Source: an optimization exercise on an open RTL-to-GDS flow (aim: small area and a short achievable clock period). Production flows keep margins and buffers that such runs may drop. RTL that was checked went through simulation tests only; none was proved equivalent to the original. Only the layout flow was run in run 1; the RTL was not checked for function there. Power and IR drop assume default switching activity.

==> flow/design.v (outline; a module is shown in full before it is edited, if it fits) <==
// module wavlet: 1151 lines
module wavlet(
	input clk,
	input rst_n,
	input [15:0] data_in,
	output reg signed [20:0] data_out_hd,
	output reg signed [20:0] data_out_ld
);
  // ...
==> flow/flow/run.sh <==
#!/bin/bash
# Own layout flow: the standard synthesis (unchanged), then flipfa3.py, a
# netlist pass that removes inverters (a full adder is
# self-dual, and many gates have a complement cell), then the standard
# layout with plain buffers (buf_1 instead of clkdlybuf4s50_1) on the ports,
# and with ORFS's timing repair aiming at a setup slack of $MARGIN ns (the
# constraints are unchanged: the clock is still the design's period).
# If a layout attempt fails (e.g. a routing fault the extractor rejects), the
# layout steps are run again with a slightly different placement density.
set -uo pipefail
W=$PWD
R=$W/orfs/results/$FLOW_PLATFORM/wavlet/base
bash standard.sh "$R/1_2_yosys.v" > "$W/synth.log" 2>&1 || exit 1
cp "$R/1_2_yosys.v" "$W/yosys_standard.v"
python3 flow/flipfa3.py "$FLOW_HOME/platforms/$FLOW_PLATFORM/lib/sky130_fd_sc_hd__tt_025C_1v80.lib" "$W/yosys_standard.v" "$W/yosys_flipped.v" 1500 > "$W/flipfa.log" 2>&1 || exit 1
cp "$W/yosys_flipped.v" "$R/1_2_yosys.v"
export BUFFER_PORTS_ARGS="-buffer_cell sky130_fd_sc_hd__buf_1"
MARGIN=8.55
n=0
for dens in "" 0.58 0.62 0.55; do
  n=$((n + 1))
  if [[ -n "$dens" ]]; then
    rm -f "$R"/[2-6]_* "$W"/orfs/logs/"$FLOW_PLATFORM"/wavlet/base/[2-6]_*
    bash standard.sh SETUP_SLACK_MARGIN=$MARGIN PLACE_DENSITY=$dens finish > "$W/layout$n.log" 2>&1 && exit 0
  else
    bash standard.sh SETUP_SLACK_MARGIN=$MARGIN finish > "$W/layout$n.log" 2>&1 && exit 0
  fi
done
exit 1
==> flow/standard.sh <==
#!/bin/bash
# synth_recipe.tcl (not shown) runs the flow's synth.tcl, then flattens the netlist and writes it again
# the make line also repeats each setting of config.mk as NAME=value (left out here)
make -C /OpenROAD-flow-scripts/flow DESIGN_CONFIG=/design/flow/config.mk WORK_HOME=/design/flow/orfs CLKGATE_MAP_FILE= SYNTH_SCRIPT=/design/flow/synth_recipe.tcl "${@:-finish}"
==> flow/config.mk <==
export PLATFORM = sky130hd
export DESIGN_NAME = wavlet
export DESIGN_NICKNAME = wavlet
export VERILOG_FILES = /design/flow/design.v
export SDC_FILE = /design/flow/constraint.sdc
export NUM_CORES = 4
export LEC_CHECK = 0
export CAP_MARGIN = 20
export CORE_MARGIN = 2
export CORE_UTILIZATION = 55
export CTS_CLUSTER_DIAMETER = 80
export CTS_CLUSTER_SIZE = 30
export SLEW_MARGIN = 20
==> flow/constraint.sdc <==
create_clock -name core_clock -period 12.0 [get_ports {clk}]
set_input_delay 2.4000 -clock core_clock [delete_from_list [all_inputs] [get_ports {clk}]]
set_output_delay 2.4000 -clock core_clock [all_outputs]
set_load 0.01 [all_outputs]
Not shown: flow/flow/flipfa3.py
==> results.py, run 1 <==
metrics = {
    "setup_path": {
        "path_cells": "clkbuf_2",
        "r2r.worst_path.cells": 6,
        "endpoint_kind": "output port",
        "worstSetupPathDepth": 1,
        "path_class": "register to output port",
        "worstPathMaxFanout": 2,
        "cpMaxStageDelayCell": "dfrtp_1",
        "cp.required_ns": 9.60,
        "critPathArrivalTime_ns": 1.04,
        "timing.rr.start": "or1[8]",
    },
    "drt": {
        "dr_wl_met2_um": 18600,
        "vias": 9284,
        "routed_wirelength_um": 37500,
    },
    "hold_path": {
        "hold_class": "register to register",
    },
    "layout": {
        "nonClkBufAreaFrac": 0.0299,
        "diodes": 0,
        "layout-drive-gt1-share": 0.149,
        "largest_cell_class": "multi-input combinational cells",
        "filler_cell_count": 2442,
    },
    "global_routing": {
        "grt_pass1_wl_um": 60300,
        "overflow": 0,
        "top_usage_layer": "met2",
        "use_met1": 0.362,
    },
    "timing": {
        "tightest_slew_ns": 1.02,
        "finalHoldWorstSlack_ns": 0.363,
        "slew_viol_final": 0,
        "fin_crit_ns": 3.44,
    },
    "die": {
        "core_area_um2": 31600,
        "die_h_um": 184,
    },
    "synthesis": {
        "synth_nets": 1640,
        "avgSynthCellArea_um2": 14.7,
    },
    "pwr": {
        "ir_drop_mv": 0.132,
        "p_switching_mw": 2.17,
    },
    "clock_network": {
        "clk_latency_ns": 0.52,
        "clockRootBuffer": "clkbuf_16",
    },
    "placement": {
        "gp_congestion": 0.833,
    },
    "outcome": {
        "status": "complete, no violations",
    },
}
==> inputs of run 2 (changes only) <==
--- a/flow/design.v
+++ b/flow/design.v
@@ -434,17 +434,17 @@
 wire n424 = hd_s2_13_0 ^ hd_s2_13_1 ^ ~n419;
 wire n425 = (hd_s2_13_0 & hd_s2_13_1) | (hd_s2_13_0 & ~n419) | (hd_s2_13_1 & ~n419);
 wire n426 = ~n424 ^ n421;
 wire n427 = ~n424 & n421;
 wire n428 = hd_s2_14_0 ^ hd_s2_14_1 ^ ~n425;
 wire n429 = (hd_s2_14_0 & hd_s2_14_1) | (hd_s2_14_0 & ~n425) | (hd_s2_14_1 & ~n425);
 wire n430 = hd_s2_15_0 ^ ~hd_s2_15_1;
 wire n431 = hd_s2_15_0 & ~hd_s2_15_1;
-wire [20:0] hd_sum = {1'b0, 1'b0, 1'b0, 1'b0, hd_s1_16_0, hd_s1_15_0, hd_s1_14_0, hd_s1_13_0, hd_s1_12_0, hd_s1_11_0, hd_s1_10_0, hd_s1_9_0, hd_s1_8_0, hd_s1_7_0, hd_s1_6_0, hd_s1_5_0, hd_s1_4_0, hd_s1_3_0, hd_s1_2_0, hd_s1_1_0, hd_s1_0_0} + {1'b0, 1'b0, 1'b0, 1'b0, 1'b0, hd_s1_15_1, hd_s1_14_1, hd_s1_13_1, hd_s1_12_1, hd_s1_11_1, hd_s1_10_1, hd_s1_9_1, hd_s1_8_1, hd_s1_7_1, hd_s1_6_1, hd_s1_5_1, hd_s1_4_1, hd_s1_3_1, hd_s1_2_1, 1'b0, hd_s1_0_1} + 21'd2032128;
+wire [20:0] hd_sum = {1'b0, 1'b0, 1'b0, 1'b0, hd_s1_16_0, hd_s1_15_0, hd_s1_14_0, hd_s1_13_0, hd_s1_12_0, hd_s1_11_0, hd_s1_10_0, ~hd_s1_9_0, ~hd_s1_8_0, ~hd_s1_7_0, ~hd_s1_6_0, ~hd_s1_5_0, ~hd_s1_4_0, ~hd_s1_3_0, ~hd_s1_2_0, hd_s1_1_0, hd_s1_0_0} + {1'b0, 1'b0, 1'b0, 1'b0, 1'b0, ~hd_s1_15_1, ~hd_s1_14_1, ~hd_s1_13_1, ~hd_s1_12_1, ~hd_s1_11_1, hd_s1_10_1, ~hd_s1_9_1, hd_s1_8_1, hd_s1_7_1, hd_s1_6_1, hd_s1_5_1, hd_s1_4_1, hd_s1_3_1, ~hd_s1_2_1, 1'b0, hd_s1_0_1} + 21'd2032128;
 wire n432 = or1[3] ^ ~or1[0];
 wire n433 = ~(or1[3] | ~or1[0]);
 wire n434 = or1[4] ^ ~or1[1];
 wire n435 = or1[4] & ~or1[1];
 wire n436 = or1[5] ^ ~or1[2];
 wire n437 = or1[5] & ~or1[2];
 wire n438 = or1[6] ^ ~or1[3];
 wire n439 = or1[6] & ~or1[3];
@@ -873,17 +873,17 @@
 wire n862 = or1[15] ^ er2[15] ^ ~n853;
 wire n863 = (or1[15] & er2[15]) | (or1[15] & ~n853) | (er2[15] & ~n853);
 wire n864 = n855 ^ n862 ^ ~n857;
 wire n865 = (n855 & n862) | (n855 & ~n857) | (n862 & ~n857);
 wire n866 = n859 ^ n864;
 wire n867 = ~(n859 | n864);
 wire n868 = n863 ^ n865;
 wire n869 = ~(n863 | n865);
-wire [20:0] ld_sum = {1'b0, 1'b0, 1'b0, 1'b0, ld_s1_16_0, ld_s1_15_0, ld_s1_14_0, ld_s1_13_0, ld_s1_12_0, ld_s1_11_0, ld_s1_10_0, ld_s1_9_0, ld_s1_8_0, ld_s1_7_0, ld_s1_6_0, ld_s1_5_0, ld_s1_4_0, ld_s1_3_0, ld_s1_2_0, ld_s1_1_0, ld_s1_0_0} + {1'b0, 1'b0, 1'b0, 1'b0, 1'b0, ld_s1_15_1, ld_s1_14_1, ld_s1_13_1, ld_s1_12_1, ld_s1_11_1, ld_s1_10_1, ld_s1_9_1, ld_s1_8_1, ld_s1_7_1, ld_s1_6_1, ld_s1_5_1, ld_s1_4_1, ld_s1_3_1, ld_s1_2_1, ld_s1_1_1, 1'b0} + 21'd2032128;
+wire [20:0] ld_sum = {1'b0, 1'b0, 1'b0, 1'b0, ld_s1_16_0, ld_s1_15_0, ld_s1_14_0, ld_s1_13_0, ld_s1_12_0, ld_s1_11_0, ~ld_s1_10_0, ld_s1_9_0, ld_s1_8_0, ld_s1_7_0, ld_s1_6_0, ld_s1_5_0, ld_s1_4_0, ld_s1_3_0, ld_s1_2_0, ~ld_s1_1_0, ld_s1_0_0} + {1'b0, 1'b0, 1'b0, 1'b0, 1'b0, ~ld_s1_15_1, ~ld_s1_14_1, ~ld_s1_13_1, ~ld_s1_12_1, ~ld_s1_11_1, ld_s1_10_1, ld_s1_9_1, ~ld_s1_8_1, ~ld_s1_7_1, ~ld_s1_6_1, ~ld_s1_5_1, ~ld_s1_4_1, ~ld_s1_3_1, ~ld_s1_2_1, ~ld_s1_1_1, 1'b0} + 21'd2032128;
 always @(posedge clk or negedge rst_n) begin
 	if (!rst_n) begin
 		ph <= 1'b1;
 		or1 <= 16'd0;
 		or2 <= 16'd0;
 		or3 <= 16'd0;
 		er1 <= 16'd0;
 		er2 <= 16'd0;
@@ -918,44 +918,44 @@
 		hd_s2_13_1 <= 1'b0;
 		hd_s2_14_0 <= 1'b0;
 		hd_s2_14_1 <= 1'b0;
 		hd_s2_15_0 <= 1'b0;
 		hd_s2_15_1 <= 1'b0;
 		hd_s1_0_0 <= 1'b0;
 		hd_s1_0_1 <= 1'b0;
 		hd_s1_1_0 <= 1'b0;
-		hd_s1_2_0 <= 1'b1;
-		hd_s1_2_1 <= 1'b1;
-		hd_s1_3_0 <= 1'b1;
+		hd_s1_2_0 <= 1'b0;
+		hd_s1_2_1 <= 1'b0;
+		hd_s1_3_0 <= 1'b0;
 		hd_s1_3_1 <= 1'b0;
-		hd_s1_4_0 <= 1'b1;
+		hd_s1_4_0 <= 1'b0;
 		hd_s1_4_1 <= 1'b0;
-		hd_s1_5_0 <= 1'b1;
+		hd_s1_5_0 <= 1'b0;
 		hd_s1_5_1 <= 1'b0;
-		hd_s1_6_0 <= 1'b1;
+		hd_s1_6_0 <= 1'b0;
 		hd_s1_6_1 <= 1'b0;
-		hd_s1_7_0 <= 1'b1;
+		hd_s1_7_0 <= 1'b0;
 		hd_s1_7_1 <= 1'b0;
-		hd_s1_8_0 <= 1'b1;
+		hd_s1_8_0 <= 1'b0;
 		hd_s1_8_1 <= 1'b0;
-		hd_s1_9_0 <= 1'b1;
-		hd_s1_9_1 <= 1'b1;
+		hd_s1_9_0 <= 1'b0;
+		hd_s1_9_1 <= 1'b0;
 		hd_s1_10_0 <= 1'b0;
 		hd_s1_10_1 <= 1'b0;
 		hd_s1_11_0 <= 1'b0;
-		hd_s1_11_1 <= 1'b1;
+		hd_s1_11_1 <= 1'b0;
 		hd_s1_12_0 <= 1'b0;
-		hd_s1_12_1 <= 1'b1;
+		hd_s1_12_1 <= 1'b0;
 		hd_s1_13_0 <= 1'b0;
-		hd_s1_13_1 <= 1'b1;
+		hd_s1_13_1 <= 1'b0;
 		hd_s1_14_0 <= 1'b0;
-		hd_s1_14_1 <= 1'b1;
+		hd_s1_14_1 <= 1'b0;
 		hd_s1_15_0 <= 1'b0;
-		hd_s1_15_1 <= 1'b1;
+		hd_s1_15_1 <= 1'b0;
 		hd_s1_16_0 <= 1'b0;
 		ld_s2_0_0 <= 1'b0;
 		ld_s2_0_1 <= 1'b0;
 		ld_s2_1_0 <= 1'b0;
 		ld_s2_1_1 <= 1'b0;
 		ld_s2_2_0 <= 1'b0;
 		ld_s2_2_1 <= 1'b0;
 		ld_s2_3_0 <= 1'b0;
@@ -975,46 +975,46 @@
 		ld_s2_10_0 <= 1'b0;
 		ld_s2_10_1 <= 1'b0;
 		ld_s2_11_0 <= 1'b0;
 		ld_s2_11_1 <= 1'b0;
 		ld_s2_12_0 <= 1'b0;
 		ld_s2_12_1 <= 1'b0;
 		ld_s2_13_0 <= 1'b0;
 		ld_s1_0_0 <= 1'b0;
-		ld_s1_1_0 <= 1'b1;
-		ld_s1_1_1 <= 1'b1;
+		ld_s1_1_0 <= 1'b0;
+		ld_s1_1_1 <= 1'b0;
 		ld_s1_2_0 <= 1'b0;
-		ld_s1_2_1 <= 1'b1;
+		ld_s1_2_1 <= 1'b0;
 		ld_s1_3_0 <= 1'b0;
-		ld_s1_3_1 <= 1'b1;
+		ld_s1_3_1 <= 1'b0;
 		ld_s1_4_0 <= 1'b0;
-		ld_s1_4_1 <= 1'b1;
+		ld_s1_4_1 <= 1'b0;
 		ld_s1_5_0 <= 1'b0;
-		ld_s1_5_1 <= 1'b1;
+		ld_s1_5_1 <= 1'b0;
 		ld_s1_6_0 <= 1'b0;
-		ld_s1_6_1 <= 1'b1;
+		ld_s1_6_1 <= 1'b0;
 		ld_s1_7_0 <= 1'b0;
-		ld_s1_7_1 <= 1'b1;
+		ld_s1_7_1 <= 1'b0;
 		ld_s1_8_0 <= 1'b0;
-		ld_s1_8_1 <= 1'b1;
+		ld_s1_8_1 <= 1'b0;
 		ld_s1_9_0 <= 1'b0;
 		ld_s1_9_1 <= 1'b0;
-		ld_s1_10_0 <= 1'b1;
+		ld_s1_10_0 <= 1'b0;
 		ld_s1_10_1 <= 1'b0;
 		ld_s1_11_0 <= 1'b0;
-		ld_s1_11_1 <= 1'b1;
+		ld_s1_11_1 <= 1'b0;
 		ld_s1_12_0 <= 1'b0;
-		ld_s1_12_1 <= 1'b1;
+		ld_s1_12_1 <= 1'b0;
 		ld_s1_13_0 <= 1'b0;
-		ld_s1_13_1 <= 1'b1;
+		ld_s1_13_1 <= 1'b0;
 		ld_s1_14_0 <= 1'b0;
-		ld_s1_14_1 <= 1'b1;
+		ld_s1_14_1 <= 1'b0;
 		ld_s1_15_0 <= 1'b0;
-		ld_s1_15_1 <= 1'b1;
+		ld_s1_15_1 <= 1'b0;
 		ld_s1_16_0 <= 1'b0;
 		data_out_hd <= 21'd0;
 		data_out_ld <= 21'd0;
 	end else begin
 		ph <= ~ph;
 		if (ph) or1 <= data_in;
 		if (!ph) er1 <= data_in;
 		or2 <= or1;
@@ -1051,44 +1051,44 @@
 		hd_s2_13_1 <= ~n212;
 		hd_s2_14_0 <= n213;
 		hd_s2_14_1 <= n216;
 		hd_s2_15_0 <= n215;
 		hd_s2_15_1 <= ~n217;
 		hd_s1_0_0 <= ~n254;
 		hd_s1_0_1 <= n258;
 		hd_s1_1_0 <= n274;
-		hd_s1_2_0 <= n275;
-		hd_s1_2_1 <= n290;
-		hd_s1_3_0 <= n291;
+		hd_s1_2_0 <= ~n275;
+		hd_s1_2_1 <= ~n290;
+		hd_s1_3_0 <= ~n291;
 		hd_s1_3_1 <= ~n306;
-		hd_s1_4_0 <= ~n307;
+		hd_s1_4_0 <= n307;
 		hd_s1_4_1 <= ~n322;
-		hd_s1_5_0 <= ~n323;
+		hd_s1_5_0 <= n323;
 		hd_s1_5_1 <= ~n338;
-		hd_s1_6_0 <= ~n339;
+		hd_s1_6_0 <= n339;
 		hd_s1_6_1 <= ~n354;
-		hd_s1_7_0 <= ~n355;
+		hd_s1_7_0 <= n355;
 		hd_s1_7_1 <= ~n370;
-		hd_s1_8_0 <= ~n371;
+		hd_s1_8_0 <= n371;
 		hd_s1_8_1 <= ~n384;
-		hd_s1_9_0 <= ~n385;
-		hd_s1_9_1 <= ~n396;
+		hd_s1_9_0 <= n385;
+		hd_s1_9_1 <= n396;
 		hd_s1_10_0 <= ~n397;
 		hd_s1_10_1 <= n408;
 		hd_s1_11_0 <= n409;
-		hd_s1_11_1 <= ~n416;
+		hd_s1_11_1 <= n416;
 		hd_s1_12_0 <= ~n417;
-		hd_s1_12_1 <= n422;
+		hd_s1_12_1 <= ~n422;
 		hd_s1_13_0 <= n423;
-		hd_s1_13_1 <= n426;
+		hd_s1_13_1 <= ~n426;
 		hd_s1_14_0 <= n427;
-		hd_s1_14_1 <= n428;
+		hd_s1_14_1 <= ~n428;
 		hd_s1_15_0 <= n429;
-		hd_s1_15_1 <= n430;
+		hd_s1_15_1 <= ~n430;
 		hd_s1_16_0 <= n431;
 		ld_s2_0_0 <= ~n473;
 		ld_s2_0_1 <= ~n475;
 		ld_s2_1_0 <= n485;
 		ld_s2_1_1 <= n487;
 		ld_s2_2_0 <= ~n488;
 		ld_s2_2_1 <= ~n499;
 		ld_s2_3_0 <= n500;
@@ -1108,44 +1108,44 @@
 		ld_s2_10_0 <= n578;
 		ld_s2_10_1 <= n585;
 		ld_s2_11_0 <= ~n586;
 		ld_s2_11_1 <= n589;
 		ld_s2_12_0 <= ~n590;
 		ld_s2_12_1 <= ~n591;
 		ld_s2_13_0 <= n592;
 		ld_s1_0_0 <= n638;
-		ld_s1_1_0 <= n639;
-		ld_s1_1_1 <= n658;
+		ld_s1_1_0 <= ~n639;
+		ld_s1_1_1 <= ~n658;
 		ld_s1_2_0 <= n659;
-		ld_s1_2_1 <= n678;
+		ld_s1_2_1 <= ~n678;
 		ld_s1_3_0 <= n679;
-		ld_s1_3_1 <= n698;
+		ld_s1_3_1 <= ~n698;
 		ld_s1_4_0 <= n699;
-		ld_s1_4_1 <= n718;
+		ld_s1_4_1 <= ~n718;
 		ld_s1_5_0 <= n719;
-		ld_s1_5_1 <= n738;
+		ld_s1_5_1 <= ~n738;
 		ld_s1_6_0 <= n739;
-		ld_s1_6_1 <= n758;
+		ld_s1_6_1 <= ~n758;
 		ld_s1_7_0 <= n759;
-		ld_s1_7_1 <= n778;
+		ld_s1_7_1 <= ~n778;
 		ld_s1_8_0 <= n779;
-		ld_s1_8_1 <= n796;
+		ld_s1_8_1 <= ~n796;
 		ld_s1_9_0 <= n797;
 		ld_s1_9_1 <= n812;
-		ld_s1_10_0 <= n813;
+		ld_s1_10_0 <= ~n813;
 		ld_s1_10_1 <= ~n826;
 		ld_s1_11_0 <= ~n827;
-		ld_s1_11_1 <= ~n838;
+		ld_s1_11_1 <= n838;
 		ld_s1_12_0 <= ~n839;
-		ld_s1_12_1 <= n850;
+		ld_s1_12_1 <= ~n850;
 		ld_s1_13_0 <= n851;
-		ld_s1_13_1 <= n860;
+		ld_s1_13_1 <= ~n860;
 		ld_s1_14_0 <= n861;
-		ld_s1_14_1 <= n866;
+		ld_s1_14_1 <= ~n866;
 		ld_s1_15_0 <= n867;
-		ld_s1_15_1 <= n868;
+		ld_s1_15_1 <= ~n868;
 		ld_s1_16_0 <= n869;
 		data_out_hd <= hd_sum;
 		data_out_ld <= ld_sum;
 	end
 end
 endmodule
==> results.py, run 2 <==
metrics = {
    "placement": {
        "gp_congestion": 0.859,
        "place_inst": 1787,
        "place_hpwl_um": 29800,
        "dp_slack_ns": 8.41,
        "portBuffers": 59,
        "dpl_cell_area_um2": 18800,
    },
    "synthesis": {
        "netlist_area_um2": 18000,
        "synth_cells": 1292,
        "avgSynthCellArea_um2": 13.9,
        "ys_warn_count": 1,
        "synth_nets": 1693,
    },
    "die": {
        "die_w_um": 185,
        "start_util": 0.556,
        "core_area_um2": 32400,
        "die_area_um2": 34200,
        "die_h_um": 185,
        "io_pins": 60,
        "rows": 66,
    },
    "drt": {
        "avgRoutedWirePerCell_um": 20.8,
        "drc": 0,
        "drtIter0Drc": 509,
        "routed_wirelength_um": 38200,
        "firstDrtPassIters": 4,
        "via_per_inst": 5.25,
        "vias": 9631,
        "ant_nets": 0,
    },
    "global_routing": {
        "grt_max_degree": 176,
        "grt_pass1_vias": 10700,
        "overflow": 0,
        "grt_pass1_wl_um": 61300,
        "track_usage": 0.245,
        "grt_antenna_before_repair": 1,
    },
    "pwr": {
        "powerDensity_nw_per_um2": 274,
        "p_switching_mw": 2.30,
        "pwr-share-comb": 0.604,
        "power_mw": 5.38,
        "power.leakage_nw": 8.65,
        "intPower_mw": 3.08,
        "power.share.clock": 0.129,
        "swShare": 0.428,
        "seqPwrFrac": 0.267,
        "ir_drop_mv": 0.136,
    },
    "timing": {
        "fin_worst_skew_ns": 0.0247,
        "setup_tns_ns": 0,
        "tightest_slew_ns": 0.983,
        "finalWorstSetupSlack_ns": 8.54,
        "hold_viol_final": 0,
        "relSlewSlack": 0.345,
        "period_share": 0.288,
        "max_freq_mhz": 289,
        "setup_violations": 0,
        "rsz0062_at_grt": "yes",
        "finalHoldWorstSlack_ns": 0.368,
        "slew_viol_final": 0,
        "fin_crit_ns": 3.46,
    },
    "layout": {
        "finish.net_count": 1783,
        "area_delta_synth_final_pct": 9.16,
        "fin_util": 0.607,
        "mostFrequentLayoutCell": "fa_1",
        "diodes": 0,
        "final_cell_mix": "fa_1, dfrtp_1, inv_1, xnor2_1, nor2_1",
        "top_regs": "data_out_hd: 20 flops, data_out_ld: 20 flops",
        "fin_area_um2": 19700,
        "layout-drive-gt1-share": 0.111,
        "finalNonFillerCells": 1835,
    },
    "clock_network": {
        "clkSlewWorstSetupHoldPaths_ns": 0.11,
        "clockRootBuffer": "clkbuf_16",
        "cts_hold_buf": 0,
        "h-tree-depth": 1,
        "clk_latency_ns": 0.54,
        "cts_inserted_buffers": 18,
        "cts_tree": "built",
        "clk_path_buf_depth": 3,
        "cts.sinks": 260,
    },
    "setup_path": {
        "path_cells": "clkbuf_2",
        "path_buf_inv": 1,
        "cp.required_ns": 9.60,
        "endpoint_kind": "output port",
        "startpoint_type": "register",
        "critPathTopFamily": "flip-flops",
        "cpPeakStageDelay_ns": 0.39,
        "path_class": "register to output port",
        "worstPathMaxFanout": 1,
        "cpMaxStageDelayCell": "dfrtp_1",
        "critPathArrivalTime_ns": 1.06,
    },
    "flow_run": {
        "maxCapViolations": 0,
    },
    "hold_path": {
        "hold_class": "register to register",
    },
    "outcome": {
        "status": "complete, no violations",
    },
}
## run 2: final timing paths
path	start	endpoint	slack [ns]	depth (start not counted)
max	data_out_hd[2]	data_out_hd[2]	8.54	1
min	ld_s1_0_0	data_out_ld[0]	0.37	0
max reg2reg	or1[8]	ld_s1_0_0	8.61	6
min reg2reg	ld_s1_0_0	data_out_ld[0]	0.37	0
max in group asynchronous	rst_n	or2[5]	8.95	2
min in group asynchronous	rst_n	data_out_ld[18]	1.77	1
## run 2: routing by layer
layer	vias up	share of wire	track usage
met5	-	0	0
met2	181	0.50	0.396
met4	0	0.023	0.0578
met1	5233	0.43	0.353
met3	53	0.050	0.0417
li1	4164	-	-
## run 2: power groups by stage
stage          clock, mW  sequential, mW  combinational, mW
2_1_floorplan          0            1.44               2.47
3_3_place_gp           0            1.45               3.21
3_5_place_dp           0            1.46               3.30
4_1_cts            0.713            1.44               3.32
5_1_grt            0.748            1.47               3.79
6_report           0.696            1.44               3.25
## run 2: what timing repair did
action / in CTS / in global routing
endpoints found under the setup margin: 14 / 56
gates resized for setup: 10 / 53
buffers inserted: 1 / 16
## run 2: cell type report
class | instances | area, µm²
Clock inverter | 10 | 153
Clock buffer | 21 | 503
Tap cell | 442 | 553
Timing Repair Buffer | 78 | 422
Multi-Input combinational cell | 839 | 10800
Sequential cell | 260 | 6540
Fill cell | 2563 | 12700
Inverter | 185 | 717

## static timing again, ports no longer ideal
Ports are ideal in the flow. The routed layouts listed here were re-timed in OpenROAD. Step 1 (the two cells are an assumption about what drives the block):
set clk [get_ports {clk}]
set_driving_cell -lib_cell sky130_fd_sc_hd__clkbuf_16 $clk
set_driving_cell -lib_cell sky130_fd_sc_hd__buf_2 [delete_from_list [all_inputs] $clk]
Step 2 adds t to the input delays and takes it off the output delays; t is the mean of the earliest and latest rising clock arrival at the registers after step 1. Input paths then give back, and output paths get back, about the clock's delay inside the block. Three values: ideal ports, drivers, drivers and shift; two values: the first two.
run	t (ns)	setup slack, ns	hold slack, ns	worst setup path after step 2	pins driven straight from the clock port
run 1	0.560	8.558 / 8.506 / 8.337	0.363 / 0.363 / 0.363	input, reset recovery	1
run 2	0.574	8.542 / 8.490 / 8.406	0.368 / 0.368 / 0.368	input, reset recovery	1
After both steps setup and hold are still met in every run listed. The setup slack of run 1, which loses most, moves by -0.052 ns with the drivers and by -0.221 ns with both steps. The worst setup slack also covers recovery checks on asynchronous resets.
